What follows belongs to an exercise in optimizing a design on an open flow for small area; a production flow would make more cautious choices.
Function was checked by simulation only, so behaviour that the tests miss may differ from the original.
Power is estimated from default activity; no workload was simulated.

## design.v

```verilog
module keypress (
    input  logic        Clk,
    input  logic        Reset,
    input  logic [7:0]  keyCode,
    input  logic        press,
    output logic [13:0] keys
);
    always_ff @(posedge Clk) begin
        if (Reset)
            keys <= 14'd0;
        else
            case (keyCode)
                8'h1d: keys[13] <= press;   
                8'h1c: keys[12] <= press;   
                8'h1b: keys[11] <= press;   
                8'h23: keys[10] <= press;   
                8'h2c: keys[9]  <= press;   
                8'h35: keys[8]  <= press;   
                8'h3c: keys[7]  <= press;   
                8'h75: keys[6]  <= press;   
                8'h72: keys[5]  <= press;   
                8'h6b: keys[4]  <= press;   
                8'h74: keys[3]  <= press;   
                8'h41: keys[2]  <= press;   
                8'h49: keys[1]  <= press;   
                8'h4a: keys[0]  <= press;   
                default: ;
            endcase
    end
endmodule
module gamestate (
    input  logic       Clk,
    input  logic       Reset,
    input  logic       fre,         
    input  logic       start_key,   
    input  logic       ko,
    output logic       gamescreen,
    output logic [3:0] gamestate
);
    localparam logic [2:0] START = 3'd0, STARTGAME = 3'd1, THREE = 3'd2, TWO = 3'd3,
                           ONE = 3'd4, FIGHT = 3'd5, GAME = 3'd6, KO = 3'd7;
    logic [2:0] state, next_state;
    logic [8:0] gameC;
    function automatic logic [8:0] inc9(input logic [8:0] a);
        logic c;
        c = 1'b1;
        for (int i = 0; i < 9; i++) begin
            inc9[i] = a[i] ^ c;
            c = c & a[i];
        end
    endfunction
    assign gamestate  = {1'b0, state};
    assign gamescreen = (state == START);
    always_comb begin
        next_state = state;
        case (state)
            START:     if (start_key) next_state = STARTGAME;
            STARTGAME: next_state = THREE;
            THREE:     if (gameC[6] & gameC[4] & gameC[3] & gameC[1])  next_state = TWO;
            TWO:       if (gameC[7] & gameC[5] & gameC[4] & gameC[2]) next_state = ONE;
            ONE:       if (gameC[8] & gameC[3] & gameC[2] & gameC[1]) next_state = FIGHT;
            FIGHT:     if (gameC[8] & gameC[6] & gameC[5] & gameC[3]) next_state = GAME;
            GAME:      if (ko) next_state = KO;
            KO:        if (gameC[8] & gameC[7] & gameC[6] & gameC[5] & gameC[4] & gameC[2]) next_state = START;
        endcase
    end
    always_ff @(posedge Clk) begin
        if (Reset)
            state <= START;
        else if (fre)
            state <= next_state;
    end
    always_ff @(posedge Clk) begin
        if (fre) begin
            if (state == STARTGAME)
                gameC <= 9'd0;
            else if (state != START && state != GAME)
                gameC <= inc9(gameC);
        end
    end
endmodule
module fighter #(
    parameter int CW = 6,             
    parameter int J3 = 35,            
    parameter int J4 = 45             
) (
    input  logic          Clk,
    input  logic          Reset,
    input  logic          fre,
    input  logic          kj,         
    input  logic          kc,         
    input  logic          kk,         
    input  logic          kp,         
    input  logic          kw,         
    input  logic          ks,         
    input  logic          full,       
    input  logic          isdead,
    output logic [5:0]    state,
    output logic [CW-1:0] cnt,
    output logic          hit,
    output logic          gen
);
    localparam logic [5:0]
        StartI = 6'd0, Idle1 = 6'd1, Idle2 = 6'd2, Idle3 = 6'd3,
        StartW = 6'd4, Walk1 = 6'd5, Walk2 = 6'd6, Walk3 = 6'd7,
        StartP = 6'd8, Punch1 = 6'd9, Punch2 = 6'd10, Punch3 = 6'd11,
        StartPu = 6'd12, Punish1 = 6'd13, Punish2 = 6'd14, Punish3 = 6'd15,
        StartK = 6'd16, Kick1 = 6'd17, Kick2 = 6'd18, Kick3 = 6'd19,
        Crouch = 6'd20, StartCP = 6'd21, CrouchP = 6'd22, CrouchPunish = 6'd23,
        StartJ = 6'd24, Jump1 = 6'd25, Jump2 = 6'd26, Jump3 = 6'd27, Jump4 = 6'd28,
        StartSpesh = 6'd29, Spesh1 = 6'd30, Spesh2 = 6'd31, Spesh3 = 6'd32,
        StartKO = 6'd33, KO1 = 6'd34, KO2 = 6'd35;
    logic [5:0] next_state;
    logic       j3end, j4end;
    generate
        if (J3 == 35) begin : g_ken
            assign j3end = cnt[5] & cnt[1] & cnt[0];             
            assign j4end = cnt[3] & cnt[2] & cnt[0];             
        end else begin : g_bat
            assign j3end = cnt[5] & cnt[4] & cnt[2] & cnt[1] & cnt[0];   
            assign j4end = cnt[6] & cnt[3] & cnt[1] & cnt[0];            
        end
    endgenerate
    function automatic logic [5:0] inc6(input logic [5:0] a);
        logic c;
        c = 1'b1;
        for (int i = 0; i < 6; i++) begin
            inc6[i] = a[i] ^ c;
            c = c & a[i];
        end
    endfunction
    function automatic logic [CW-1:0] inc(input logic [CW-1:0] a);
        logic c;
        c = 1'b1;
        for (int i = 0; i < CW; i++) begin
            inc[i] = a[i] ^ c;
            c = c & a[i];
        end
    endfunction
    logic       is_start;
    logic       adv, hold, endc;
    logic [5:0] tgt;
    always_comb begin
        case (state)
            Idle1, Walk1, Punish1: endc = cnt[3];                       
            Idle2, Walk2:     endc = cnt[4];                            
            Idle3, Walk3:     endc = cnt[3];                            
            Punch1, Kick1:    endc = cnt[1] & cnt[0];                   
            Punch2, Kick2, KO1: endc = cnt[3] & cnt[1];                 
            Punch3, Kick3:    endc = cnt[2] & cnt[1] & cnt[0];          
            Punish3:          endc = cnt[4] & cnt[3];                   
            CrouchP, Jump1:   endc = cnt[2] & cnt[0];                   
            Jump2, Spesh1:    endc = cnt[3] & cnt[2] & cnt[1] & cnt[0];  
            Jump3:            endc = j3end;
            Jump4:            endc = j4end;
            Spesh2:           endc = cnt[4] & cnt[3] & cnt[2] & cnt[1];  
            Spesh3:           endc = cnt[5] & cnt[3] & cnt[2] & cnt[0];  
            default:          endc = 1'b1;
        endcase
        adv  = 1'b0;
        hold = 1'b0;
        tgt  = StartI;
        case (state)
            Idle1, Idle2, Idle3, Walk1, Walk2, Walk3: begin
                if (kj) tgt = StartJ;
                else if (kc) tgt = Crouch;
                else if (kk) tgt = StartK;
                else if (kp) tgt = StartP;
                else if (state[2] ? !kw : kw) tgt = state[2] ? StartI : StartW;
                else if (ks && full) tgt = StartSpesh;
                else if (endc) begin
                    if (state == Idle3) tgt = StartI;
                    else if (state == Walk3) tgt = StartW;
                    else adv = 1'b1;
                end
                else if (isdead) tgt = StartKO;
                else hold = 1'b1;
            end
            Punish1, Punish2, Punish3: begin
                if (!(kp || kk)) tgt = StartI;
                else if (state == Punish3) begin
                    if (endc) tgt = StartPu; else hold = 1'b1;
                end
                else if (endc || state == Punish2) adv = 1'b1;
                else hold = 1'b1;
            end
            Kick3: if (endc) tgt = StartPu; else hold = 1'b1;
            Jump4, Spesh3: if (endc) tgt = StartI; else hold = 1'b1;
            Crouch: begin
                if (kc) begin
                    if (kp) adv = 1'b1; else hold = 1'b1;
                end
                else if (isdead) tgt = StartKO;
                else tgt = StartI;
            end
            CrouchPunish: if (kp) hold = 1'b1; else tgt = Crouch;
            KO2: if (isdead) hold = 1'b1; else tgt = StartI;
            Punch1, Punch2, Punch3, Kick1, Kick2, CrouchP, Jump1, Jump2, Jump3,
            Spesh1, Spesh2, KO1: if (endc) adv = 1'b1; else hold = 1'b1;
            StartI, StartW, StartP, StartPu, StartK, StartCP, StartJ, StartSpesh, StartKO:
                adv = 1'b1;
            default: tgt = StartI;
        endcase
        next_state = adv ? inc6(state) : hold ? state : tgt;
    end
    assign hit = ((state == Punch2 || state == Kick2) && !cnt[3] && !cnt[1] && !cnt[0]) ||
                 (state == CrouchP && !cnt[2] && !cnt[1] && cnt[0]);
    assign gen = (state == Spesh3) && cnt[5] && cnt[3] && cnt[2] && cnt[0];
    assign is_start = (state == StartI) || (state == StartW) || (state == StartP) ||
                      (state == StartPu) || (state == StartK) || (state == StartCP) ||
                      (state == StartJ) || (state == StartSpesh) || (state == StartKO);
    always_ff @(posedge Clk) begin
        if (Reset)
            state <= StartI;
        else if (fre)
            state <= next_state;
    end
    always_ff @(posedge Clk) begin
        if (fre)
            cnt <= is_start ? '0 : inc(cnt);
    end
endmodule
module ball (
    input  logic       Clk,
    input  logic       Reset,
    input  logic       fre,
    input  logic       fd,           
    input  logic [9:0] DrawX,
    input  logic [9:0] DrawY,
    input  logic [5:0] ken,
    input  logic [5:0] bat,
    input  logic [5:0] jc,           
    input  logic [6:0] jc2,          
    input  logic       k_left, k_right, b_left, b_right,
    input  logic       khit, bhit, Kengen, Batgen,
    input  logic [3:0] gamestate,
    output logic [9:0] Ryu_X, Ryu_Y, Bat_X, Bat_Y,
    output logic [9:0] KS, BS,
    output logic       ks_full, bs_full,
    output logic [9:0] bX,
    output logic       kendead, batdead,
    output logic       is_ryu, is_bat, ishealth, isoutline, isSp,
    output logic       isKenSpecial, isBatSpecial, isLetter
);
    function automatic logic [9:0] add(input logic [9:0] a, input logic [9:0] b, input logic ci);
        logic c;
        c = ci;
        for (int i = 0; i < 10; i++) begin
            add[i] = a[i] ^ b[i] ^ c;
            c = (a[i] & b[i]) | (a[i] & c) | (b[i] & c);
        end
    endfunction
    function automatic logic [7:0] add8(input logic [7:0] a, input logic [7:0] b);
        logic c;
        c = 1'b0;
        for (int i = 0; i < 8; i++) begin
            add8[i] = a[i] ^ b[i] ^ c;
            c = (a[i] & b[i]) | (a[i] & c) | (b[i] & c);
        end
    endfunction
    function automatic logic lt8(input logic [7:0] a, input logic [7:0] b);
        logic c;
        c = 1'b1;
        for (int i = 0; i < 8; i++)
            c = (a[i] & ~b[i]) | (a[i] & c) | (~b[i] & c);
        lt8 = ~c;
    endfunction
    function automatic logic lt(input logic [9:0] a, input logic [9:0] b);
        logic c;
        c = 1'b1;                        
        for (int i = 0; i < 10; i++)
            c = (a[i] & ~b[i]) | (a[i] & c) | (~b[i] & c);
        lt = ~c;
    endfunction
    logic [9:0] RX, BX, RY, BY;
    logic       rpos, rneg, bpos, bneg;       
    logic [7:0] kh, bh;                       
    logic [3:0] kk, bk;                       
    logic       ksp, bsp;                     
    logic [9:0] KSpec, BSpec;                 
    logic [7:0] backX;
    logic [9:0] RS, BSz, RYS, BYS, RY_in, BY_in;
    logic [1:0] rsel, bsel;                   
    always_comb begin
        case (ken)
            6'd10, 6'd18, 6'd22, 6'd29, 6'd30, 6'd31, 6'd32, 6'd33, 6'd34: rsel = 2'd1;
            6'd35: rsel = 2'd2;
            default: rsel = 2'd0;
        endcase
        case (bat)
            6'd10, 6'd18, 6'd22, 6'd31, 6'd33, 6'd34: bsel = 2'd1;
            6'd35: bsel = 2'd2;
            default: bsel = 2'd0;
        endcase
        RS  = rsel[1] ? 10'd200 : rsel[0] ? 10'd150 : 10'd100;
        BSz = bsel[1] ? 10'd200 : bsel[0] ? 10'd150 : 10'd100;
    end
    logic       rjump, bjump, rset, bset;
    logic [9:0] RYc, BYc, rdy, bdy;
    always_comb begin
        rjump = (ken >= 6'd25 && ken <= 6'd28);
        rset  = 1'b0;
        rdy   = 10'd0;
        case (ken)
            6'd2, 6'd14:  begin RYS = 10'd205; RYc = 10'd249; end
            6'd3, 6'd15:  begin RYS = 10'd210; RYc = 10'd244; end
            6'd20, 6'd21, 6'd22, 6'd23: begin RYS = 10'd150; RYc = 10'd304; end
            6'd24: begin RYS = 10'd250; RYc = 10'd204; end
            6'd25: begin RYS = 10'd250; RYc = 10'd204; rdy = (jc[2:0] == 3'd0) ? 10'd0 : 10'h3fa; end
            6'd26: begin RYS = 10'd150; RYc = 10'd204; rdy = 10'h3fa; end
            6'd27: begin RYS = 10'd150; RYc = 10'd27; rset = (jc[5] == 1'b0 && jc[3:0] == 4'd0); rdy = 10'd3; end
            6'd28: begin RYS = 10'd250; RYc = 10'd27; rdy = 10'd3; end
            6'd33, 6'd34: begin RYS = 10'd100; RYc = 10'd354; end
            6'd35: begin RYS = 10'd50;  RYc = 10'd404; end
            default: begin RYS = 10'd200; RYc = 10'd254; end
        endcase
        bjump = (bat >= 6'd25 && bat <= 6'd28);
        bset  = 1'b0;
        bdy   = 10'd0;
        case (bat)
            6'd2, 6'd14:  begin BYS = 10'd205; BYc = 10'd249; end
            6'd3, 6'd15:  begin BYS = 10'd210; BYc = 10'd244; end
            6'd20, 6'd21, 6'd22, 6'd23: begin BYS = 10'd150; BYc = 10'd304; end
            6'd24: begin BYS = 10'd250; BYc = 10'd204; end
            6'd25: begin BYS = 10'd200; BYc = 10'd254; bset = (jc2[2:0] == 3'd0); bdy = 10'h3f1; end
            6'd26: begin BYS = 10'd200; BYc = 10'd254; bdy = 10'h3f1; end
            6'd27, 6'd28: begin BYS = 10'd250; BYc = 10'd254; bdy = 10'd3; end
            6'd33, 6'd34: begin BYS = 10'd100; BYc = 10'd354; end
            6'd35: begin BYS = 10'd50;  BYc = 10'd404; end
            default: begin BYS = 10'd200; BYc = 10'd254; end
        endcase
        if (!rjump || rset) RY_in = RYc;
        else if (fd)        RY_in = add(RY, rdy, 1'b0);
        else                RY_in = RY;
        if (!bjump || bset) BY_in = BYc;
        else if (fd)        BY_in = add(BY, bdy, 1'b0);
        else                BY_in = BY;
    end
    logic [9:0] RE, BL, T;
    assign RE = add(RX, RS, 1'b0);        
    assign BL = add(BX, ~BSz, 1'b1);      
    logic [9:0] T5;
    always_comb begin                     
        case ({rsel, bsel})
            4'b0000: begin T = 10'd200; T5 = 10'd205; end
            4'b0001, 4'b0100: begin T = 10'd250; T5 = 10'd255; end
            4'b0101, 4'b0010, 4'b1000: begin T = 10'd300; T5 = 10'd305; end
            4'b0110, 4'b1001: begin T = 10'd350; T5 = 10'd355; end
            default: begin T = 10'd400; T5 = 10'd405; end
        endcase
    end
    logic c_bsp, c_ksp, coll, katk, batk, bathit, kenhit, bump, free;
    logic kwall, kleft, backl, bwall, bleftw, backr, kstill, bstill;
    logic [9:0] rd, bd, ra, rb, ba, bb, rsum, bsum, RX_n, BX_n;
    logic rc, bc, ktsmall;
    logic rpos_n, rneg_n, bpos_n, bneg_n;
    always_comb begin
        c_bsp  = ksp && !lt(KSpec, BL);
        c_ksp  = !c_bsp && bsp && !lt(RE, BSpec);
        coll   = !c_bsp && !c_ksp && !lt(RE, BL);
        katk   = (ken == 6'd18 && bat != 6'd20) || ken == 6'd10 || ken == 6'd22;
        batk   = (bat == 6'd18 && ken != 6'd20) || bat == 6'd22 || bat == 6'd10;
        bathit = coll && katk;
        kenhit = coll && !katk && batk;
        bump   = coll && !katk && !batk;
        free   = !c_bsp && !c_ksp && !coll;
        kwall  = !lt(RE, 10'd639);
        kleft  = !kwall && (!lt(RX, 10'd974) || lt(RX, 10'd7));           
        backl  = free && kleft && (lt(BX, 10'd635) || !lt(BX, 10'd1019))  
                 && !lt8(backX, 8'd5);
        bwall  = !lt(BX, 10'd639);
        backr  = free && bwall && lt(10'd10, RX) && lt8(backX, 8'd209);
        bleftw = !bwall && lt(BL, 10'd6);
        kstill = (ken >= 6'd8 && ken <= 6'd11) || (ken >= 6'd16 && ken <= 6'd23) || (ken >= 6'd29 && ken <= 6'd32);
        bstill = (bat >= 6'd8 && bat <= 6'd11) || (bat >= 6'd16 && bat <= 6'd23) || (bat >= 6'd29 && bat <= 6'd32);
        rpos_n = rpos;
        rneg_n = rneg;
        if (c_ksp || bump || (free && kwall)) begin
            rpos_n = 1'b0; rneg_n = 1'b1;
        end else if (free && kleft) begin
            if (!backl) begin rpos_n = 1'b1; rneg_n = 1'b0; end
        end else if (free) begin
            rpos_n = !kstill && !k_left && k_right;
            rneg_n = !kstill && k_left;
        end
        bpos_n = bpos;
        bneg_n = bneg;
        if (c_bsp || bump || (free && bleftw)) begin
            bpos_n = 1'b1; bneg_n = 1'b0;
        end else if (free && bwall) begin
            if (!backr) begin bpos_n = 1'b0; bneg_n = 1'b1; end
        end else if (free) begin
            bpos_n = !bstill && !b_left && b_right;
            bneg_n = !bstill && b_left;
        end
        if (backr)      rd = 10'h3fb;
        else if (backl) rd = 10'd5;
        else if (bathit || !(rpos || rneg)) rd = 10'd0;
        else            rd = rpos ? 10'd5 : 10'h3fb;
        if (backr)      bd = 10'h3fb;
        else if (backl) bd = 10'd5;
        else if (kenhit || !(bpos || bneg)) bd = 10'd0;
        else            bd = bpos ? 10'd5 : 10'h3fb;
        ra = kenhit ? BX : RX;
        rb = kenhit ? ~T : rd;
        rsum = add(ra, rb, 1'b0);
        ktsmall = !lt(rsum, 10'd974) || lt(rsum, 10'd5);                
        RX_n = (kenhit && ktsmall) ? 10'd5 : rsum;
        ba = bathit ? RX : BX;
        bb = bathit ? T : bd;
        bsum = add(ba, bb, bathit);
        BX_n = (kenhit && ktsmall) ? T5 : bsum;
    end
    logic [7:0] kh_n, bh_n, backX_n;
    logic [3:0] kk_n, bk_n;
    logic       ksp_n, bsp_n;
    always_comb begin
        kh_n = kh;
        if (bhit && kenhit && !lt8(kh, 8'd5)) kh_n = add8(kh, 8'hfb);
        if (c_ksp) kh_n = !lt8(kh, 8'd20) ? add8(kh, 8'hec) : 8'd0;
        bh_n = bh;
        if (khit && bathit && !lt8(bh, 8'd5)) bh_n = add8(bh, 8'hfb);
        if (c_bsp) bh_n = !lt8(bh, 8'd20) ? add8(bh, 8'hec) : 8'd0;
        backX_n = backX;
        if (backl && !backr) backX_n = add8(backX, 8'hfb);
        if (backr && !backl) backX_n = add8(backX, 8'd5);
        ksp_n = Kengen ? 1'b1 : c_bsp ? 1'b0 : ksp;
        bsp_n = Batgen ? 1'b1 : c_ksp ? 1'b0 : bsp;
        kk_n = kk;
        if (khit && bathit && kk != 4'd10) kk_n = {kk[3] ^ (kk[2] & kk[1] & kk[0]), kk[2] ^ (kk[1] & kk[0]), kk[1] ^ kk[0], ~kk[0]};
        if (Kengen) kk_n = 4'd0;
        bk_n = bk;
        if (bhit && kenhit && bk != 4'd10) bk_n = {bk[3] ^ (bk[2] & bk[1] & bk[0]), bk[2] ^ (bk[1] & bk[0]), bk[1] ^ bk[0], ~bk[0]};
        if (Batgen) bk_n = 4'd0;
    end
    always_ff @(posedge Clk) begin
        if (Reset) begin
            RX <= 10'd150;
            BX <= 10'd550;
            RY <= 10'd10;
            BY <= 10'd10;
            rpos <= 1'b0; rneg <= 1'b0;
            bpos <= 1'b0; bneg <= 1'b0;
            kh <= 8'd200;
            bh <= 8'd200;
            kk <= 4'd0;
            bk <= 4'd0;
            ksp <= 1'b0;
            bsp <= 1'b0;
            backX <= 8'd106;
        end else begin
            RY <= RY_in;
            BY <= BY_in;
            if (fre) begin
                RX <= RX_n;
                BX <= BX_n;
                rpos <= rpos_n; rneg <= rneg_n;
                bpos <= bpos_n; bneg <= bneg_n;
                kh <= kh_n;
                bh <= bh_n;
                kk <= kk_n;
                bk <= bk_n;
                ksp <= ksp_n;
                bsp <= bsp_n;
                backX <= backX_n;
            end
        end
    end
    always_ff @(posedge Clk) begin
        if (fre) begin
            KSpec <= add(ksp ? KSpec : RE, 10'd5, 1'b0);
            BSpec <= add(bsp ? BSpec : BL, 10'h3fb, 1'b0);
        end
    end
    logic [7:0] k20, b20;
    function automatic logic [7:0] x20(input logic [3:0] k);
        x20 = add8({k, 4'd0}, {2'd0, k, 2'd0});
    endfunction
    assign k20 = x20(kk);
    assign b20 = x20(bk);
    assign KS = {2'd0, k20};
    assign BS = {2'd0, b20};
    assign ks_full = (kk == 4'd10);
    assign bs_full = (bk == 4'd10);
    assign Ryu_X = RX;
    assign Ryu_Y = RY;
    assign Bat_X = BX;
    assign Bat_Y = BY;
    assign bX = {2'd0, backX};
    assign kendead = (kh == 8'd0);
    assign batdead = (bh == 8'd0);
    logic [9:0] xm5, xr, dyr, dyb, dxk, dxb;
    logic xl, xrr;
    always_comb begin
        xm5 = add(DrawX, 10'h3fb, 1'b0);
        xr  = add(10'd634, ~DrawX, 1'b1);
        xl  = lt(10'd5, DrawX);
        xrr = lt(DrawX, 10'd634);
        isSp = (lt(10'd25, DrawY) && lt(DrawY, 10'd35)) &&
               ((xl && lt(xm5, {2'd0, k20})) || (xrr && lt(xr, {2'd0, b20})));
        isoutline = ((DrawY == 10'd5 || DrawY == 10'd25) &&
                     ((!lt(DrawX, 10'd5) && lt(DrawX, 10'd206)) || (!lt(DrawX, 10'd434) && lt(DrawX, 10'd635)))) ||
                    ((DrawX == 10'd5 || DrawX == 10'd205 || DrawX == 10'd434 || DrawX == 10'd634) &&
                     (!lt(DrawY, 10'd5) && lt(DrawY, 10'd26)));
        ishealth = !isoutline && (lt(10'd5, DrawY) && lt(DrawY, 10'd25)) &&
                   ((xl && lt(xm5, {2'd0, kh})) || (xrr && lt(xr, {2'd0, bh})));
        isLetter = !lt(DrawY, 10'd150) && lt(DrawY, 10'd225) &&
                   ((!lt(DrawX, 10'd283) && lt(DrawX, 10'd358) &&
                     (gamestate == 4'd2 || gamestate == 4'd3 || gamestate == 4'd4)) ||
                    (!lt(DrawX, 10'd270) && lt(DrawX, 10'd370) && gamestate == 4'd7) ||
                    (!lt(DrawX, 10'd220) && lt(DrawX, 10'd420) && gamestate == 4'd5));
        dyr = add(DrawY, ~RY, 1'b1);
        dyb = add(DrawY, ~BY, 1'b1);
        is_ryu = !lt(DrawX, RX) && lt(DrawX, RE) && lt(dyr, RYS);
        is_bat = !lt(DrawX, BL) && lt(DrawX, BX) && lt(dyb, BYS);
        dxk = add(DrawX, ~KSpec, 1'b1);
        isKenSpecial = ksp && lt(dxk, 10'd50) && lt(KSpec, 10'd974) &&
                       !lt(DrawY, 10'd279) && lt(DrawY, 10'd329);
        dxb = add(BSpec, ~DrawX, 1'b0);   
        isBatSpecial = bsp && lt(dxb, 10'd50) && lt(DrawX, 10'd974) &&
                       !lt(DrawY, 10'd279) && lt(DrawY, 10'd329);
    end
endmodule
module sf2_game (
    input  logic       clk,
    input  logic       reset,         
    input  logic       frame_clk,     
    input  logic [7:0] key_code,      
    input  logic       key_press,     
    input  logic [9:0] draw_x,        
    input  logic [9:0] draw_y,
    output logic [9:0] ken_x,
    output logic [9:0] ken_y,
    output logic [9:0] bat_x,
    output logic [9:0] bat_y,
    output logic [5:0] ken_sprite,
    output logic [5:0] bat_sprite,
    output logic [9:0] ken_special_meter,
    output logic [9:0] bat_special_meter,
    output logic [9:0] background_x,
    output logic       ken_dead,
    output logic       bat_dead,
    output logic [3:0] game_state,
    output logic       game_screen,
    output logic       is_ken,
    output logic       is_bat,
    output logic       is_health,
    output logic       is_outline,
    output logic       is_special_bar,
    output logic       is_ken_projectile,
    output logic       is_bat_projectile,
    output logic       is_letter
);
    logic [13:0] keys;
    logic [5:0]  kcnt;
    logic [6:0]  bcnt;
    logic        khit, bhit, kengen, batgen, kfull, bfull;
    logic frame_clk_delayed, fre, fd;
    always_ff @(posedge clk) begin
        if (reset) begin
            frame_clk_delayed <= 1'b0;
            fre <= 1'b0;
        end else begin
            frame_clk_delayed <= frame_clk;
            fre <= frame_clk && !frame_clk_delayed;
        end
    end
    always_ff @(posedge clk)
        fd <= fre;
    keypress key (.Clk(clk), .Reset(reset), .keyCode(key_code), .press(key_press), .keys(keys));
    gamestate gms (.Clk(clk), .Reset(reset), .fre(fre), .start_key(keys[0]),
                   .ko(ken_dead | bat_dead), .gamescreen(game_screen), .gamestate(game_state));
    fighter #(.CW(6), .J3(35), .J4(45)) k (
        .Clk(clk), .Reset(reset), .fre(fre),
        .kj(keys[13]), .kc(keys[11]), .kk(keys[8]), .kp(keys[9]),
        .kw(keys[12] | keys[10]), .ks(keys[7]), .full(kfull), .isdead(ken_dead),
        .state(ken_sprite), .cnt(kcnt), .hit(khit), .gen(kengen));
    fighter #(.CW(7), .J3(55), .J4(75)) b (
        .Clk(clk), .Reset(reset), .fre(fre),
        .kj(keys[6]), .kc(keys[5]), .kk(keys[1]), .kp(keys[2]),
        .kw(keys[4] | keys[3]), .ks(keys[0]), .full(bfull), .isdead(bat_dead),
        .state(bat_sprite), .cnt(bcnt), .hit(bhit), .gen(batgen));
    ball ball_instance (
        .Clk(clk), .Reset(reset), .fre(fre), .fd(fd), .DrawX(draw_x), .DrawY(draw_y),
        .ken(ken_sprite), .bat(bat_sprite), .jc(kcnt), .jc2(bcnt),
        .k_left(keys[12]), .k_right(keys[10]), .b_left(keys[4]), .b_right(keys[3]),
        .khit(khit), .bhit(bhit), .Kengen(kengen), .Batgen(batgen),
        .gamestate(game_state),
        .Ryu_X(ken_x), .Ryu_Y(ken_y), .Bat_X(bat_x), .Bat_Y(bat_y),
        .KS(ken_special_meter), .BS(bat_special_meter),
        .ks_full(kfull), .bs_full(bfull), .bX(background_x),
        .kendead(ken_dead), .batdead(bat_dead),
        .is_ryu(is_ken), .is_bat(is_bat), .ishealth(is_health), .isoutline(is_outline),
        .isSp(is_special_bar), .isKenSpecial(is_ken_projectile),
        .isBatSpecial(is_bat_projectile), .isLetter(is_letter));
endmodule
```

## flow/run.sh

```bash
#!/bin/bash
# The standard layout with three changes to how the layout is made:
#  1. after the standard synthesis (standard.sh synth, unchanged), the logic
#     between the registers is re-mapped with a stronger ABC script
#     (flow/remap.sh): the registers stay exactly as the standard synthesis
#     made them, and ABC's cec must prove the new logic equal to the old, else
#     the standard netlist is kept;
#  2. the ports are buffered with buf_1 cells (every port still gets its own
#     buffer);
#  3. CTS builds its tree from clkbuf_8 with clusters of at most 12 sinks.
# Logs: synth.log, remap_*.log and standard.log here, ORFS's own under orfs/logs/.
set -euo pipefail
W=$(pwd)
RES=$W/orfs/results/$FLOW_PLATFORM/sf2_game/base
LOGS=$W/orfs/logs/$FLOW_PLATFORM/sf2_game/base

bash standard.sh synth > synth.log 2>&1

export DONT_USE_ARGS=$(grep -o -- "-dont_use [^ ]*" "$LOGS/1_2_yosys.log" | sort -u | tr '\n' ' ')
export FLOW_HOME FLOW_PLATFORM FLOW_TOP
cp "$RES/1_2_yosys.v" "$W/std.v"
mkdir -p "$W/remap"
for s in 1 2 3; do
  bash flow/remap.sh "$W/std.v" "$W/remap/r$s.v" $s "$W/remap_$s.log" || true &
done
wait
best=""; best_area=""
for s in 1 2 3; do
  if grep -q "Networks are equivalent" "$W/remap_$s.log" && [[ -s $W/remap/r$s.stat && -s $W/remap/r$s.v ]]; then
    a=$(grep "Chip area" "$W/remap/r$s.stat" | awk '{print $NF}')
    if [[ -z $best_area ]] || awk "BEGIN{exit !($a < $best_area)}"; then best=$s; best_area=$a; fi
  fi
done
echo "remap: best=${best:-none} area=${best_area:-}" > remap.log
if [[ -n $best ]]; then
  cp "$W/remap/r$best.v" "$RES/1_2_yosys.v"
  rm -f "$RES/1_synth.odb" "$RES/1_synth.sdc"
fi

bash standard.sh \
  BUFFER_PORTS_ARGS="-buffer_cell sky130_fd_sc_hd__buf_1" \
  CTS_ARGS="-sink_clustering_enable -repair_clock_nets -buf_list sky130_fd_sc_hd__clkbuf_8 -sink_clustering_size 12" \
  finish > standard.log 2>&1
```

## flow/remap.sh

```bash
#!/bin/bash
# usage: remap.sh in.v out.v seed log
# Re-maps the combinational logic of the standard synthesis's netlist with a
# stronger ABC script.  Every sequential cell is read as a black box, so each
# register keeps its instance name, cell type and connections; ABC only sees
# the logic between them.  ABC's cec then checks the new logic against the old,
# and the log says whether it passed.
set -euo pipefail
IN=$1; OUT=$2; SEED=$3; LOG=$4
HERE=$(cd "$(dirname "$0")" && pwd)
W=$(dirname "$OUT")
LIB=$FLOW_HOME/platforms/$FLOW_PLATFORM/lib/sky130_fd_sc_hd__tt_025C_1v80.lib
YOSYS=$FLOW_HOME/../tools/install/yosys/bin/yosys
[[ -x $YOSYS ]] || YOSYS=yosys
STUBS=${OUT%.v}.stubs.v
REF=${OUT%.v}.ref.blif
SCRIPT=${OUT%.v}.abc
python3 "$HERE/seqstubs.py" "$LIB" "$STUBS"
cat > "$SCRIPT" <<EOT
strash
write_blif $REF
&get -n
&deepsyn -T 45 -S $SEED
&dch -f
&nf -R 1000 -p
&put
topo
cec $REF
EOT
"$YOSYS" -p "
read_verilog $STUBS
read_liberty -ignore_miss_func -nooverwrite $LIB
read_verilog $IN
hierarchy -top $FLOW_TOP
flatten
attrmap -remove capacitance -remove hdlname
rename -hide w:_*_.*
opt_clean -purge
abc -liberty $LIB $DONT_USE_ARGS -script $SCRIPT
read_liberty -lib -overwrite $LIB
opt_clean -purge
hilomap -hicell sky130_fd_sc_hd__conb_1 HI -locell sky130_fd_sc_hd__conb_1 LO
insbuf -buf sky130_fd_sc_hd__buf_1 A X
opt_clean -purge
check -assert -mapped
tee -o ${OUT%.v}.stat stat -liberty $LIB
select $FLOW_TOP
write_verilog -noattr -nohex -nodec -selected $OUT
" > "$LOG" 2>&1
```

## flow/seqstubs.py

```python
# Writes black-box Verilog stubs for the liberty file's sequential cells.
import re, sys
s = open(sys.argv[1]).read()
heads = list(re.finditer(r'\n\s*cell\s*\(\s*"?(\w+)"?\s*\)\s*\{', s))
out = []
for i, m in enumerate(heads):
    body = s[m.end(): heads[i + 1].start() if i + 1 < len(heads) else len(s)]
    if not re.search(r'\b(ff|latch|statetable)\s*\(', body):
        continue
    pins = []
    for p in re.finditer(r'\bpin\s*\(\s*"?(\w+)"?\s*\)\s*\{', body):
        d = re.search(r'direction\s*:\s*"?(\w+)"?', body[p.end():p.end() + 3000])
        pins.append((p.group(1), d.group(1) if d else 'input'))
    ports = ', '.join(('output ' if d == 'output' else 'input ') + n for n, d in pins)
    out.append(f'(* blackbox *)\nmodule {m.group(1)}({ports});\nendmodule\n')
open(sys.argv[2], 'w').write(''.join(out))
```

## standard.sh

```bash
#!/bin/bash
# synth_recipe.tcl (not shown) runs the flow's synth.tcl, then flattens the netlist and writes it again
# the make line also repeats each setting of config.mk as NAME=value (left out here)
make -C /OpenROAD-flow-scripts/flow DESIGN_CONFIG=/design/flow/config.mk WORK_HOME=/design/flow/orfs CLKGATE_MAP_FILE= SYNTH_SCRIPT=/design/flow/synth_recipe.tcl "${@:-finish}"
```

## config.mk

```make
export PLATFORM = sky130hd
export DESIGN_NAME = sf2_game
export DESIGN_NICKNAME = sf2_game
export VERILOG_FILES = /design/flow/design.v
export SDC_FILE = /design/flow/constraint.sdc
export NUM_CORES = 4
export LEC_CHECK = 0
export ABC_AREA = 1
export CAP_MARGIN = 0
export CORE_MARGIN = 2
export CORE_UTILIZATION = 40
export CTS_BUF_LIST = sky130_fd_sc_hd__clkbuf_8
export SLEW_MARGIN = 0
```

## constraint.sdc

```tcl
create_clock -name core_clock -period 12.0 [get_ports {clk}]
set_input_delay 2.4000 -clock core_clock [delete_from_list [all_inputs] [get_ports {clk}]]
set_output_delay 2.4000 -clock core_clock [all_outputs]
set_load 0.01 [all_outputs]
```

==> impl_metrics.toml, run 1 <==
[global_route]
grt_pass1_wl_mm = 74.66
grt_max_degree = 34
grt_usage_pct = 28.34
grt_pass1_vias = 13211
gr-total-overflow = 0
antenna_found_initial = 1

[sta]
hold_viol = 0
final-max-slew-violation-count = 0
finalClockSkew_ns = 0.02314
holdWs_ns = 0.3924
fin_setup_tns_ns = 0
worst_slack_ns = 0.8581
clock.fmax_mhz = 89.75
rsz0062_at_grt = "no"
slew_headroom_pct = 17.53
tightest_slew_ns = 1.206
setup_viol = 0
fin_crit_sh_pct = 92.85
fin_crit_ns = 11.14

[detailed_routing]
ant_nets = 0
avgRoutedWirePerCell_um = 20.31
drc = 0
drtPass1Iterations = 8
route.vias.total = 14637
drtIter0Drc = 1590
via_per_inst = 6.199
wl_mm = 47.96

[logic_synthesis]
yosysWarnings = 6
syn_inst = 1791
syn_nets = 1823
syn_avg_cell_area_sq_um = 7.152
syn-cell-area_sq_um = 12810

[clock_network]
cts-root-buf = "clkbuf_8"
clk_path_buf_depth = 2
clkTransAtPathRegs_ns = 0.10
worstSkewPairLatency_ns = 0.52
hold_buffers = 0
post_cts_buffers = 0
htree_levels = 4
cts_tree = "yes"
numCtsBuffers = 17
cts_num_sinks = 152
cts_resized = 0

[place]
pre_cts_slack_ns = 0.4249
dp_cells = 2328
place_area_sq_um = 13960
dp_hpwl_mm = 36.24
io_buffers = 117
gp_congestion = 0.9597

[cells_and_area]
synthToLayoutAreaGrowth_pct = 12.51
instances_no_fill = 2361
drive_gt1_share_pct = 4.392
fillers = 3321
fin_nets = 1977
fin_area_sq_um = 14410

[status]
outcome = "no timing/DRC/antenna violations"

[power]
leakage_nw = 4.739
ir_worst_vdd_uv = 100.4
p_per_area_nw_per_um2 = 193.3

[setup_path]
cp-start-kind = "register"
slowest_stage = "dfxtp_2"
crit_type = "register to register"
arrival_ns = 11.56
cpMostUsedCell = "a21oi_1"
critPathMaxFanout = 15
cp.required_ns = 12.42
end_kind = "register"
max_stage_delay_ns = 0.52

[die]
die_h_um = 182.9
start_util_pct = 40.59
rows = 65
coreArea_sq_um = 31560
die_area_sq_um = 33470
io_pins = 129
dieWidth_um = 182.9

[hold_path]
hp-class = "register to register"

[flow_run]
cap_violations = 0
-- placed cells by master, fill, tap and decap left out, types with 20 or more instances in the layout --
master    count
nand2_1     211
mux2i_1      20
dfxtp_1     105
xor2_1       60
nand2b_1     39
nor3_1       69
o22ai_1      34
nor2_1      209
maj3_1       21
a211oi_1     20
nor2b_1      39
clkinv_1     63
nand3_1      58
o21ai_0     173
edfxtp_1     42
and3_1       22
a21oi_1     180
xnor2_1      76
buf_1       116
a31oi_1      26
buf_4        36
-- registers in the layout, indices dropped and copies added, names as in the netlist, 3 cells and up --
signal               cells
ball_instance.kk         4
ball_instance.bk         4
ball_instance.bh         8
b.state                  6
k.cnt                    6
ball_instance.RX        10
gms.gameC                9
key.keys                14
ball_instance.backX      8
b.cnt                    7
ball_instance.kh         8
k.state                  6
ball_instance.RY        10
gms.state                3
ball_instance.BY        10
ball_instance.BX        10
ball_instance.KSpec     10
ball_instance.BSpec     10
-- final timing paths --
kind	slack (ns)	from	to	cells past startpoint
min	0.39	frame_clk_delayed$_SDFF_PP0_	fre$_SDFF_PP0_	1
max	0.86	b.state[4]$_SDFFE_PP0P_	ball_instance.BX[6]$_SDFFE_PP0P_	51
min reg2reg	0.39	frame_clk_delayed$_SDFF_PP0_	fre$_SDFF_PP0_	1
max reg2reg	0.86	b.state[4]$_SDFFE_PP0P_	ball_instance.BX[6]$_SDFFE_PP0P_	51
-- power breakdown --
part | switching [mW] | total (mW) | internal (mW)
Clock | 0.232 | 0.406 | 0.174
Sequential | 0.154 | 0.770 | 0.616
Combinational | 0.997 | 1.61 | 0.613
Total | 1.38 | 2.79 | 1.40
-- area by class of cell --
class                           instances  area (sq um)  share of cell area, %
Inverter                               63         236.5                  1.641
Antenna cell                            1         2.502                0.01736
Clock inverter                         14         141.4                 0.9811
Tap cell                              402         503.0                  3.490
Sequential cell                       152          3470                  24.08
Multi-Input combinational cell       1558          9100                  63.14
Timing Repair Buffer                  153         710.7                  4.931
Clock buffer                           18         247.7                  1.719
-- metal layers --
metal | vias to the layer above | wire [um] | track usage [%]
met2 | 655 | 21950 | 45.14
met1 | 6929 | 21240 | 38.85
met3 | 74 | 3422 | 3.932
met4 | 0 | 1336 | 11.01
met5 | - | 0 | 0
li1 | 6979 | - | -
-- per-stage QoR --
| stage | utilization (%) | total power [mW] |
|---|---|---|
| after detailed placement | 44.24 | 2.329 |
| after floorplan | - | 1.902 |
| final | 45.67 | 2.786 |
| after global routing | 45.67 | 2.996 |
| after CTS | 45.48 | 2.744 |
| after global placement | 44.24 | 2.323 |
-- worst max-delay path, delay by kind of cell (launching register included) --
kind	cells	cell delay (ns)
AO/OA/AOI/OAI	25	4.50
adder cells (fa/ha/maj)	7	2.47
AND/OR/NAND/NOR	12	2.09
buffers and inverters	5	1.05
flip-flops	1	0.52
XOR/XNOR	2	0.38
==> run 2, diff against run 1 <==
--- a/flow/run.sh
+++ b/flow/run.sh
@@ -7,7 +7,10 @@
 #     the standard netlist is kept;
 #  2. the ports are buffered with buf_1 cells (every port still gets its own
 #     buffer);
-#  3. CTS builds its tree from clkbuf_8 with clusters of at most 12 sinks.
+#  3. CTS builds its tree from clkbuf_8 with clusters of at most 12 sinks and
+#     inserts no dummy loads;
+#  4. after synthesis, the resizer may not use buffers larger than buf_2 or
+#     delay cells (the platform's don't-use cells stay don't-use).
 # Logs: synth.log, remap_*.log and standard.log here, ORFS's own under orfs/logs/.
 set -euo pipefail
 W=$(pwd)
@@ -37,7 +40,15 @@
   rm -f "$RES/1_synth.odb" "$RES/1_synth.sdc"
 fi
 
+DONT_USE_LAYOUT="$(grep -o -- "-dont_use [^ ]*" "$LOGS/1_2_yosys.log" | awk '{print $2}' | sort -u | tr '\n' ' ')"
+DONT_USE_LAYOUT="$DONT_USE_LAYOUT sky130_fd_sc_hd__buf_4 sky130_fd_sc_hd__buf_6 sky130_fd_sc_hd__buf_8 sky130_fd_sc_hd__buf_12 sky130_fd_sc_hd__buf_16"
+DONT_USE_LAYOUT="$DONT_USE_LAYOUT sky130_fd_sc_hd__bufbuf_8 sky130_fd_sc_hd__bufbuf_16 sky130_fd_sc_hd__dlygate4sd1_1 sky130_fd_sc_hd__dlygate4sd2_1 sky130_fd_sc_hd__dlygate4sd3_1"
+DONT_USE_LAYOUT="$DONT_USE_LAYOUT sky130_fd_sc_hd__dlymetal6s2s_1 sky130_fd_sc_hd__dlymetal6s4s_1 sky130_fd_sc_hd__dlymetal6s6s_1"
+DONT_USE_LAYOUT="$DONT_USE_LAYOUT sky130_fd_sc_hd__clkdlybuf4s15_1 sky130_fd_sc_hd__clkdlybuf4s15_2 sky130_fd_sc_hd__clkdlybuf4s18_1 sky130_fd_sc_hd__clkdlybuf4s18_2"
+DONT_USE_LAYOUT="$DONT_USE_LAYOUT sky130_fd_sc_hd__clkdlybuf4s25_1 sky130_fd_sc_hd__clkdlybuf4s25_2 sky130_fd_sc_hd__clkdlybuf4s50_1 sky130_fd_sc_hd__clkdlybuf4s50_2"
+
 bash standard.sh \
+  DONT_USE_CELLS="$DONT_USE_LAYOUT" \
   BUFFER_PORTS_ARGS="-buffer_cell sky130_fd_sc_hd__buf_1" \
-  CTS_ARGS="-sink_clustering_enable -repair_clock_nets -buf_list sky130_fd_sc_hd__clkbuf_8 -sink_clustering_size 12" \
+  CTS_ARGS="-sink_clustering_enable -repair_clock_nets -buf_list sky130_fd_sc_hd__clkbuf_8 -sink_clustering_size 12 -dont_use_dummy_load" \
   finish > standard.log 2>&1
==> run 2 against run 1 <==
Compared with the run above: largest power group unchanged; register-to-register slack better by 0.19 ns; sequential power hardly changed; still clean on timing, DRC and antenna; critical path type unchanged; die area stayed put; combinational power hardly changed; sequential share of layout area rose by 0.53 points; first-iteration DRC count decreased by 5.0%; sequential cell count stayed put.
==> impl_metrics.toml, run 2 <==
[sta]
final-max-slew-violation-count = 0
holdWs_ns = 0.3772
setup_viol = 0
tightest_slew_ns = 1.235
fin_setup_tns_ns = 0
clock.fmax_mhz = 91.30
slew_headroom_pct = 15.55
rsz0062_at_grt = "no"
fin_crit_sh_pct = 91.27
finalClockSkew_ns = 0.03728
fin_crit_ns = 10.95
hold_viol = 0

[detailed_routing]
route.vias.total = 14711
drtIter0Drc = 1510
via_per_inst = 6.265
wl_mm = 47.73
drc = 0
drtPass1Iterations = 8
ant_nets = 0
avgRoutedWirePerCell_um = 20.33

[die]
coreArea_sq_um = 31560
die_area_sq_um = 33470
io_pins = 129
rows = 65
die_h_um = 182.9
start_util_pct = 40.59
dieWidth_um = 182.9

[power]
p_per_area_nw_per_um2 = 190.0
leakage_nw = 4.535
ir_worst_vdd_uv = 95.31

[setup_path]
crit_type = "register to register"
slowest_stage = "dfxtp_1"
cp-start-kind = "register"
arrival_ns = 11.36
critPathMaxFanout = 17
end_kind = "register"
cp.required_ns = 12.41
max_stage_delay_ns = 0.68

[cells_and_area]
fin_nets = 1976
drive_gt1_share_pct = 1.545
fillers = 3303
final_cell_mix = "nand2_1 (211), nor2_1 (210), a21oi_1 (180), o21ai_0 (173), buf_1 (147)"
synthToLayoutAreaGrowth_pct = 9.964
final_common_cell = "nand2_1"
regMostFlops = "key.keys"
largest_reg_flops = 14
fin_util_pct = 44.64

[status]
outcome = "no timing/DRC/antenna violations"

[clock_network]
cts_num_sinks = 152
worstSkewPairLatency_ns = 0.50
numCtsBuffers = 17
cts_tree = "yes"
hold_buffers = 0
htree_levels = 4
clkTransAtPathRegs_ns = 0.08
clk_path_buf_depth = 2
cts-root-buf = "clkbuf_8"

[logic_synthesis]
syn_inst = 1791
syn_nets = 1823
syn_avg_cell_area_sq_um = 7.152
yosysWarnings = 6
syn-cell-area_sq_um = 12810

[place]
gp_congestion = 0.9789
dp_hpwl_mm = 36.80
io_buffers = 117

[global_route]
grt_pass1_wl_mm = 73.67
gr-total-overflow = 0
grt_usage_pct = 28.03
grt_max_degree = 25
antenna_found_initial = 4
grt_pass1_vias = 13144

[flow_run]
cap_violations = 0

[hold_path]
hp-class = "register to register"
## run 2: area by class of cell
class	instances	area (sq um)	area share (%)
Clock buffer	17	234.0	1.661
Antenna cell	4	10.01	0.07107
Timing Repair Buffer	152	576.8	4.095
Sequential cell	152	3466	24.61
Inverter	63	236.5	1.679
Tap cell	402	503.0	3.571
Multi-Input combinational cell	1558	9059	64.32
## run 2: critical path: cells and delay by family, from the launching register on
kind | cells | cell delay (ns)
xor gates and xnor gates | 2 | 0.46
adders and majority gates | 7 | 2.53
buffers and inverters | 1 | 0.21
DFF | 1 | 0.68
AOI/OAI and AO/OA | 24 | 4.42
and+or+nand+nor | 12 | 2.53
## run 2: repair_timing
action                     in CTS  in global routing
setup endpoints to repair       0                 19
resized for setup               0                  7
buffers inserted                0                  0
hold endpoints to repair        0                  0
## run 2: metal layers
layer  vias up  GRT usage (%)  wire [um]
li1       6960              -          -
met1      7039          37.55      20830
met2       616          45.45      21950
met3        96          4.071       3379
met4         0          11.17       1571
met5         -              0          0
## run 2: power breakdown
group | internal, mW | switching, mW
registers | 0.616 | 0.157
clock network | 0.125 | 0.183
logic | 0.594 | 1.00
## run 2: worst paths after layout
kind                                start                               end  slack (ns)  cells past startpoint
max reg2reg       b.state[5]$_SDFFE_PP0P_  ball_instance.BX[6]$_SDFFE_PP0P_        1.05                     46
max               b.state[5]$_SDFFE_PP0P_  ball_instance.BX[6]$_SDFFE_PP0P_        1.05                     46
min          frame_clk_delayed$_SDFF_PP0_                    fre$_SDFF_PP0_        0.38                      1
min reg2reg  frame_clk_delayed$_SDFF_PP0_                    fre$_SDFF_PP0_        0.38                      1
## run 2: per-stage QoR
step / setup slack, ns / cell area [sq um] / power, mW / cells
2_1_floorplan: 0.7663 / 12810 / 1.902 / 1791
3_3_place_gp: 1.051 / 13830 / 2.313 / 2327
3_5_place_dp: 0.6909 / 13830 / 2.323 / 2327
4_1_cts: 0.6169 / 14060 / 2.636 / 2344
5_1_grt: 0.01871 / 14080 / 2.873 / 2347
6_report: 1.048 / 14080 / 2.676 / 2348
==> run 3, diff against run 2 <==
--- a/design.v
+++ b/design.v
@@ -65,13 +65,11 @@
         endcase
     end
     always_ff @(posedge Clk) begin
-        if (Reset)
+        if (Reset) begin
             state <= START;
-        else if (fre)
+            gameC <= 9'd0;
+        end else if (fre) begin
             state <= next_state;
-    end
-    always_ff @(posedge Clk) begin
-        if (fre) begin
             if (state == STARTGAME)
                 gameC <= 9'd0;
             else if (state != START && state != GAME)
@@ -210,14 +208,13 @@
                       (state == StartPu) || (state == StartK) || (state == StartCP) ||
                       (state == StartJ) || (state == StartSpesh) || (state == StartKO);
     always_ff @(posedge Clk) begin
-        if (Reset)
+        if (Reset) begin
             state <= StartI;
-        else if (fre)
+            cnt   <= '0;
+        end else if (fre) begin
             state <= next_state;
-    end
-    always_ff @(posedge Clk) begin
-        if (fre)
-            cnt <= is_start ? '0 : inc(cnt);
+            cnt   <= is_start ? '0 : inc(cnt);
+        end
     end
 endmodule
 module ball (
@@ -447,6 +444,8 @@
             bk <= 4'd0;
             ksp <= 1'b0;
             bsp <= 1'b0;
+            KSpec <= 10'd0;
+            BSpec <= 10'd0;
             backX <= 8'd106;
         end else begin
             RY <= RY_in;
@@ -463,15 +462,11 @@
                 ksp <= ksp_n;
                 bsp <= bsp_n;
                 backX <= backX_n;
+                KSpec <= add(ksp ? KSpec : RE, 10'd5, 1'b0);
+                BSpec <= add(bsp ? BSpec : BL, 10'h3fb, 1'b0);
             end
         end
     end
-    always_ff @(posedge Clk) begin
-        if (fre) begin
-            KSpec <= add(ksp ? KSpec : RE, 10'd5, 1'b0);
-            BSpec <= add(bsp ? BSpec : BL, 10'h3fb, 1'b0);
-        end
-    end
     logic [7:0] k20, b20;
     function automatic logic [7:0] x20(input logic [3:0] k);
         x20 = add8({k, 4'd0}, {2'd0, k, 2'd0});
@@ -560,13 +555,13 @@
         if (reset) begin
             frame_clk_delayed <= 1'b0;
             fre <= 1'b0;
+            fd <= 1'b0;
         end else begin
             frame_clk_delayed <= frame_clk;
             fre <= frame_clk && !frame_clk_delayed;
+            fd <= fre;
         end
     end
-    always_ff @(posedge clk)
-        fd <= fre;
     keypress key (.Clk(clk), .Reset(reset), .keyCode(key_code), .press(key_press), .keys(keys));
     gamestate gms (.Clk(clk), .Reset(reset), .fre(fre), .start_key(keys[0]),
                    .ko(ken_dead | bat_dead), .gamescreen(game_screen), .gamestate(game_state));
--- a/flow/run.sh
+++ b/flow/run.sh
@@ -23,12 +23,12 @@
 export FLOW_HOME FLOW_PLATFORM FLOW_TOP
 cp "$RES/1_2_yosys.v" "$W/std.v"
 mkdir -p "$W/remap"
-for s in 1 2 3; do
+for s in 1 2 3 4; do
   bash flow/remap.sh "$W/std.v" "$W/remap/r$s.v" $s "$W/remap_$s.log" || true &
 done
 wait
 best=""; best_area=""
-for s in 1 2 3; do
+for s in 1 2 3 4; do
   if grep -q "Networks are equivalent" "$W/remap_$s.log" && [[ -s $W/remap/r$s.stat && -s $W/remap/r$s.v ]]; then
     a=$(grep "Chip area" "$W/remap/r$s.stat" | awk '{print $NF}')
     if [[ -z $best_area ]] || awk "BEGIN{exit !($a < $best_area)}"; then best=$s; best_area=$a; fi
--- a/flow/remap.sh
+++ b/flow/remap.sh
@@ -20,9 +20,9 @@
 strash
 write_blif $REF
 &get -n
-&deepsyn -T 45 -S $SEED
+&deepsyn -T 150 -S $SEED
 &dch -f
-&nf -R 1000 -p
+&nf -R 1000 -p -C 32 -F 8 -A 4
 &put
 topo
 cec $REF
==> run 3 against run 2 <==
Compared with the run above: total power is 55% lower; cell count fell by 1.2%; combinational power shrank about 80%; cell area is 2.7% lower; critical path depth is 2 lower; hold slack improved by 0.0070 ns; die area decreased by 3.2%; sequential power is 28% lower; clock skew down 0.0033 ns; routed wire length is 1.3% higher.
==> impl_metrics.toml, run 3 <==
[status]
outcome = "no timing/DRC/antenna violations"

[die]
rows = 64
io_pins = 129
start_util_pct = 40.61
die_h_um = 180
coreArea_sq_um = 30510
die_area_sq_um = 32400
dieWidth_um = 180

[place]
gp_congestion = 0.9671
io_buffers = 117
dp_cells = 2303
dp_hpwl_mm = 36.92

[setup_path]
slowest_stage = "nor2_1"
startpoint = "k.state[2]$_SDFFE_PP0P_"
cp_top_family = "compound AO/OA/AOI/OAI gates"
worst-path-stages = 44
critPathBufInv = 0
r2r-start = "k.state[2]$_SDFFE_PP0P_"
cp.required_ns = 12.35
reg2reg_to = "ball_instance.BX[2]$_SDFFE_PP1P_"
end_kind = "register"
rrSetupSlack_ns = 0.91
arrival_ns = 11.44
critPathCapture = "ball_instance.BX[2]$_SDFFE_PP1P_"
cpMostUsedCell = "o21ai_0"
crit_type = "register to register"
critPathMaxFanout = 12
max_stage_delay_ns = 0.48
r2r_cells = 44
cp-start-kind = "register"

[logic_synthesis]
yosysWarnings = 6
syn_inst = 1768
syn-cell-area_sq_um = 12390
syn_nets = 1800
syn_avg_cell_area_sq_um = 7.008

[detailed_routing]
wl_mm = 48.35
route.vias.total = 14473
avgRoutedWirePerCell_um = 20.84
drtIter0Drc = 1205
drtPass1Iterations = 7
via_per_inst = 6.238
drc = 0
ant_nets = 0

[clock_network]
hold_buffers = 0
numCtsBuffers = 17
cts_num_sinks = 152
clk_path_buf_depth = 2
cts-root-buf = "clkbuf_8"
clkTransAtPathRegs_ns = 0.09
worstSkewPairLatency_ns = 0.49
htree_levels = 4
cts_tree = "yes"

[cells_and_area]
final_common_cell = "nor2_1"
largest_reg_flops = 14
regMostFlops = "key.keys"
instances_no_fill = 2320
fin_nets = 1958
drive_gt1_share_pct = 1.715
diodes = 0
synthToLayoutAreaGrowth_pct = 10.55
final_cell_mix = "nor2_1 (191), nand2_1 (181), a21oi_1 (178), o21ai_0 (165), dfxtp_1 (151)"

[global_route]
grt_pass1_wl_mm = 73.73
gr-total-overflow = 0
antenna_found_initial = 0
grt_max_degree = 22
grt_usage_pct = 28.68
grt_pass1_vias = 12950

[sta]
clock.fmax_mhz = 90.20
fin_setup_tns_ns = 0
final-max-slew-violation-count = 0
rsz0062_at_grt = "no"
finalClockSkew_ns = 0.03395
fin_crit_ns = 11.09
setup_viol = 0
slew_headroom_pct = 9.833
holdWs_ns = 0.3843
hold_viol = 0
fin_crit_sh_pct = 92.39
tightest_slew_ns = 1.335

[power]
finalPower_mw = 1.191
leakage_nw = 4.540
p_per_area_nw_per_um2 = 86.98
ir_worst_vdd_uv = 70.17

[hold_path]
whs_path_depth = 1
hp-class = "register to register"

[flow_run]
cap_violations = 0
[run 3: area by class of cell]
| type | count | area [sq um] |
|---|---|---|
| clock buffer | 17 | 234.0 |
| fill | 3262 | 16810 |
| inverter | 78 | 292.8 |
| multi-input combinational | 1522 | 9042 |
| sequential | 152 | 3044 |
| tap | 396 | 495.5 |
| timing repair buffer | 155 | 589.3 |
[run 3: worst min-delay path by stage]
stage,to,from
2_1_floorplan,fre$_SDFF_PP0_,frame_clk_delayed$_SDFF_PP0_
3_3_place_gp,fre$_SDFF_PP0_,frame_clk_delayed$_SDFF_PP0_
3_5_place_dp,fre$_SDFF_PP0_,frame_clk_delayed$_SDFF_PP0_
4_1_cts,fre$_SDFF_PP0_,frame_clk_delayed$_SDFF_PP0_
5_1_grt,fre$_SDFF_PP0_,frame_clk_delayed$_SDFF_PP0_
6_report,fre$_SDFF_PP0_,frame_clk_delayed$_SDFF_PP0_
[run 3: through the flow]
stage	util, %	worst slack [ns]	area [sq um]
detailed placement	43.99	0.5026	13420
global placement	43.99	0.8969	13420
floorplan	-	1.560	12390
global route	44.90	0.1051	13700
finish	44.90	0.9134	13700
CTS	44.75	0.3623	13650
[run 3: power by group]
part | switching [mW] | internal [mW] | leakage (nW)
Sequential | 0.0394 | 0.521 | 1.24
Clock | 0.187 | 0.125 | 0.122
Combinational | 0.205 | 0.115 | 3.18
[run 3: layer usage]
metal | share of wire, % | vias to the layer above | global-route usage, % | wire length (um)
li1 | - | 6867 | - | -
met1 | 44 | 6797 | 38.77 | 21260
met2 | 43 | 702 | 44.44 | 21030
met3 | 8.5 | 107 | 5.065 | 4109
met4 | 4.0 | 0 | 13.11 | 1948
met5 | 0 | - | 0 | 0
[run 3: worst register-to-register path, delay by kind of cell, from the launching register on]
kind,cells,cell delay (ns)
flops,1,0.44
compound gates,21,4.03
simple gates,14,3.68
fa+ha+maj,6,2.04
xor+xnor,3,0.76
[run 3: timing repair]
item | in CTS | in global routing
buffers inserted | 0 | 0
resized for setup | 0 | 12
setup endpoints to repair | 0 | 20
==> run 4, diff against run 3 <==
--- a/design.v
+++ b/design.v
@@ -269,7 +269,8 @@
             c = (a[i] & ~b[i]) | (a[i] & c) | (~b[i] & c);
         lt = ~c;
     endfunction
-    logic [9:0] RX, BX, RY, BY;
+    logic [9:0] RX, BX;
+    logic [8:0] RY, BY;                       
     logic       rpos, rneg, bpos, bneg;       
     logic [7:0] kh, bh;                       
     logic [3:0] kk, bk;                       
@@ -327,11 +328,11 @@
             default: begin BYS = 10'd200; BYc = 10'd254; end
         endcase
         if (!rjump || rset) RY_in = RYc;
-        else if (fd)        RY_in = add(RY, rdy, 1'b0);
-        else                RY_in = RY;
+        else if (fd)        RY_in = add({1'b0, RY}, rdy, 1'b0);
+        else                RY_in = {1'b0, RY};
         if (!bjump || bset) BY_in = BYc;
-        else if (fd)        BY_in = add(BY, bdy, 1'b0);
-        else                BY_in = BY;
+        else if (fd)        BY_in = add({1'b0, BY}, bdy, 1'b0);
+        else                BY_in = {1'b0, BY};
     end
     logic [9:0] RE, BL, T;
     assign RE = add(RX, RS, 1'b0);        
@@ -434,8 +435,8 @@
         if (Reset) begin
             RX <= 10'd150;
             BX <= 10'd550;
-            RY <= 10'd10;
-            BY <= 10'd10;
+            RY <= 9'd10;
+            BY <= 9'd10;
             rpos <= 1'b0; rneg <= 1'b0;
             bpos <= 1'b0; bneg <= 1'b0;
             kh <= 8'd200;
@@ -448,8 +449,8 @@
             BSpec <= 10'd0;
             backX <= 8'd106;
         end else begin
-            RY <= RY_in;
-            BY <= BY_in;
+            RY <= RY_in[8:0];
+            BY <= BY_in[8:0];
             if (fre) begin
                 RX <= RX_n;
                 BX <= BX_n;
@@ -478,9 +479,9 @@
     assign ks_full = (kk == 4'd10);
     assign bs_full = (bk == 4'd10);
     assign Ryu_X = RX;
-    assign Ryu_Y = RY;
+    assign Ryu_Y = {1'b0, RY};
     assign Bat_X = BX;
-    assign Bat_Y = BY;
+    assign Bat_Y = {1'b0, BY};
     assign bX = {2'd0, backX};
     assign kendead = (kh == 8'd0);
     assign batdead = (bh == 8'd0);
@@ -504,8 +505,8 @@
                      (gamestate == 4'd2 || gamestate == 4'd3 || gamestate == 4'd4)) ||
                     (!lt(DrawX, 10'd270) && lt(DrawX, 10'd370) && gamestate == 4'd7) ||
                     (!lt(DrawX, 10'd220) && lt(DrawX, 10'd420) && gamestate == 4'd5));
-        dyr = add(DrawY, ~RY, 1'b1);
-        dyb = add(DrawY, ~BY, 1'b1);
+        dyr = add(DrawY, ~{1'b0, RY}, 1'b1);
+        dyb = add(DrawY, ~{1'b0, BY}, 1'b1);
         is_ryu = !lt(DrawX, RX) && lt(DrawX, RE) && lt(dyr, RYS);
         is_bat = !lt(DrawX, BL) && lt(DrawX, BX) && lt(dyb, BYS);
         dxk = add(DrawX, ~KSpec, 1'b1);
--- a/flow/remap.sh
+++ b/flow/remap.sh
@@ -20,7 +20,7 @@
 strash
 write_blif $REF
 &get -n
-&deepsyn -T 150 -S $SEED
+&deepsyn -T 300 -S $SEED
 &dch -f
 &nf -R 1000 -p -C 32 -F 8 -A 4
 &put
@@ -40,6 +40,7 @@
 read_liberty -lib -overwrite $LIB
 opt_clean -purge
 hilomap -hicell sky130_fd_sc_hd__conb_1 HI -locell sky130_fd_sc_hd__conb_1 LO
+opt_clean -purge
 insbuf -buf sky130_fd_sc_hd__buf_1 A X
 opt_clean -purge
 check -assert -mapped
--- a/config.mk
+++ b/config.mk
@@ -6,8 +6,8 @@
 export NUM_CORES = 4
 export LEC_CHECK = 0
 export ABC_AREA = 1
-export CAP_MARGIN = 0
+export CAP_MARGIN = 15
 export CORE_MARGIN = 2
 export CORE_UTILIZATION = 40
 export CTS_BUF_LIST = sky130_fd_sc_hd__clkbuf_8
-export SLEW_MARGIN = 0
+export SLEW_MARGIN = 15
==> run 4 against run 3 <==
Compared with the run above: still clean on timing, DRC and antenna; register-to-register slack gained 0.06 ns; sequential share of layout area shrank 0.14 points; hold slack gained 0.0047 ns; maximum frequency grew 0.54%; sequential power is essentially flat; sequential cell count shrank 2; area after synthesis shrank 1.0%; cell area shrank 0.58%; critical path type unchanged; largest cell class unchanged; largest power group unchanged.
==> impl_metrics.toml, run 4 <==
[logic_synthesis]
syn_nets = 1821
yosysWarnings = 6
syn_avg_cell_area_sq_um = 6.855
syn-cell-area_sq_um = 12260
syn_inst = 1789

[setup_path]
max_stage_delay_ns = 0.48
startpoint = "k.state[0]$_SDFFE_PP0P_"
cp-start-kind = "register"
cp_top_family = "compound AO/OA/AOI/OAI gates"
r2r-start = "k.state[0]$_SDFFE_PP0P_"
crit_type = "register to register"
critPathBufInv = 5
arrival_ns = 11.43
critPathMaxFanout = 9
rrSetupSlack_ns = 0.97
cp.required_ns = 12.40
reg2reg_to = "ball_instance.RX[5]$_SDFFE_PP0P_"
end_kind = "register"
r2r_cells = 42
cpMostUsedCell = "maj3_1"
slowest_stage = "dfxtp_1"

[die]
start_util_pct = 40.30
rows = 64
io_pins = 129
coreArea_sq_um = 30430
dieWidth_um = 179.1
die_h_um = 179.1
die_area_sq_um = 32080

[cells_and_area]
final_cell_mix = "nor2_1 (217), nand2_1 (200), a21oi_1 (192), o21ai_0 (184), buf_1 (150)"
largest_reg_flops = 14
fillers = 3203
regMostFlops = "key.keys"
drive_gt1_share_pct = 1.787
final_common_cell = "nor2_1"
synthToLayoutAreaGrowth_pct = 11.05
fin_nets = 1993

[sta]
hold_viol = 0
fin_setup_tns_ns = 0
rsz0062_at_grt = "no"
slew_headroom_pct = 18.84
fin_crit_ns = 11.03
fin_crit_sh_pct = 91.89
finalClockSkew_ns = 0.02143
tightest_slew_ns = 1.187
setup_viol = 0
clock.fmax_mhz = 90.69
final-max-slew-violation-count = 0
holdWs_ns = 0.3890

[detailed_routing]
drtIter0Drc = 1574
ant_nets = 0
wl_mm = 48.86
via_per_inst = 6.232
drtPass1Iterations = 6
route.vias.total = 14683
drc = 0
avgRoutedWirePerCell_um = 20.74

[clock_network]
cts_num_sinks = 150
cts-root-buf = "clkbuf_8"
numCtsBuffers = 17
clkTransAtPathRegs_ns = 0.08
worstSkewPairLatency_ns = 0.49
post_cts_buffers = 0
cts_tree = "yes"
hold_buffers = 0
cts_resized = 0
clk_path_buf_depth = 2
htree_levels = 4

[power]
leakage_nw = 4.465
ir_worst_vdd_uv = 72.88
p_per_area_nw_per_um2 = 91.37
p_seq_share_pct = 45.1
swShare_pct = 37.90
intPower_uw = 772.8
comb_power_share_pct = 30.0
clkPwrFrac_pct = 24.8
p_sw_uw = 471.6

[hold_path]
whs_path_depth = 1
hp-class = "register to register"
hold_path_end = "fre$_SDFF_PP0_"
hp-start = "frame_clk_delayed$_SDFF_PP0_"

[place]
gp_congestion = 0.9887
dp_hpwl_mm = 37.09
io_buffers = 115

[global_route]
gr-total-overflow = 0
antenna_found_initial = 1
grt_max_degree = 26
grt_usage_pct = 30.20
grt_pass1_vias = 13122
grt_pass1_wl_mm = 74.81

[flow_run]
cap_violations = 0

[status]
outcome = "no timing/DRC/antenna violations"
==> run 4: through the flow <==
step / power, mW / utilization (%) / instances / instance area, sq um / setup slack (ns)
floorplan: 0.8065 / - / 1789 / 12260 / 1.529
global placement: 0.9302 / 43.85 / 2338 / 13340 / 0.9659
detailed placement: 0.9313 / 43.85 / 2338 / 13340 / 0.5811
CTS: 1.240 / 44.62 / 2355 / 13580 / 0.5303
global route: 1.312 / 44.76 / 2356 / 13620 / 0.001084
finish: 1.244 / 44.76 / 2356 / 13620 / 0.9733
==> run 4: power by group through the flow <==
stage          logic [mW]  registers (mW)  clock network (mW)
6_report            0.374           0.561               0.309
5_1_grt             0.410           0.564               0.338
4_1_cts             0.363           0.559               0.318
3_5_place_dp        0.361           0.571                   0
3_3_place_gp        0.359           0.571                   0
2_1_floorplan       0.246           0.561                   0
==> run 4: worst max path at each step <==
stage                                            end  slack, ns  depth (start not counted)
global route        ball_instance.RX[5]$_SDFFE_PP0P_      0.001                         44
detailed placement  ball_instance.RX[5]$_SDFFE_PP0P_       0.58                         44
global placement    ball_instance.RX[5]$_SDFFE_PP0P_       0.97                         42
CTS                 ball_instance.RX[5]$_SDFFE_PP0P_       0.53                         44
floorplan           ball_instance.RX[5]$_SDFFE_PP0P_       1.53                         42
finish              ball_instance.RX[5]$_SDFFE_PP0P_       0.97                         42
==> run 4: layer usage <==
layer / GRT usage [%] / vias to the layer above / part of all wire (%)
met5: 0 / - / 0
met4: 13.24 / 0 / 4.0
met3: 6.764 / 120 / 9.1
met2: 45.54 / 744 / 43
met1: 41.09 / 6868 / 44
li1: - / 6951 / -
==> run 4: cell type report <==
type | count | area, sq um | area share [%]
antenna | 1 | 2.502 | 0.01837
clock buffer | 17 | 234.0 | 1.718
inverter | 74 | 281.5 | 2.067
multi-input combinational | 1560 | 8995 | 66.05
sequential | 150 | 3008 | 22.09
tap | 396 | 495.5 | 3.638
timing repair buffer | 158 | 603.1 | 4.428

-- static timing again, ports no longer ideal --
The results above use ideal ports. As a check the final layouts listed here were re-extracted and re-timed, cells and wires unchanged.
Step 1 assumes that a clkbuf_16 drives the clock port and a buf_2 every other input.
Step 2 adds t to the input delays and takes it off the output delays; t is the mean of the earliest and latest rising clock arrival at the registers after step 1. Input paths then give back, and output paths get back, about the clock's delay inside the block.
a / b / c = ideal ports / drivers / drivers and shift; a / b = the first two.
| run | shift t [ns] | setup WS [ns] | worst setup path after step 2 | pins driven straight from the clock port |
|---|---|---|---|---|
| run 1 | 0.558 | 0.858 / 0.858 / 0.858 | register to register | 1 |
| run 2 | 0.530 | 1.048 / 1.048 / 1.048 | register to register | 1 |
| run 3 | 0.521 | 0.913 / 0.913 / 0.913 | register to register | 1 |
| run 4 | 0.530 | 0.973 / 0.973 / 0.973 | register to register | 1 |
After both steps setup and hold are still met in every run listed.
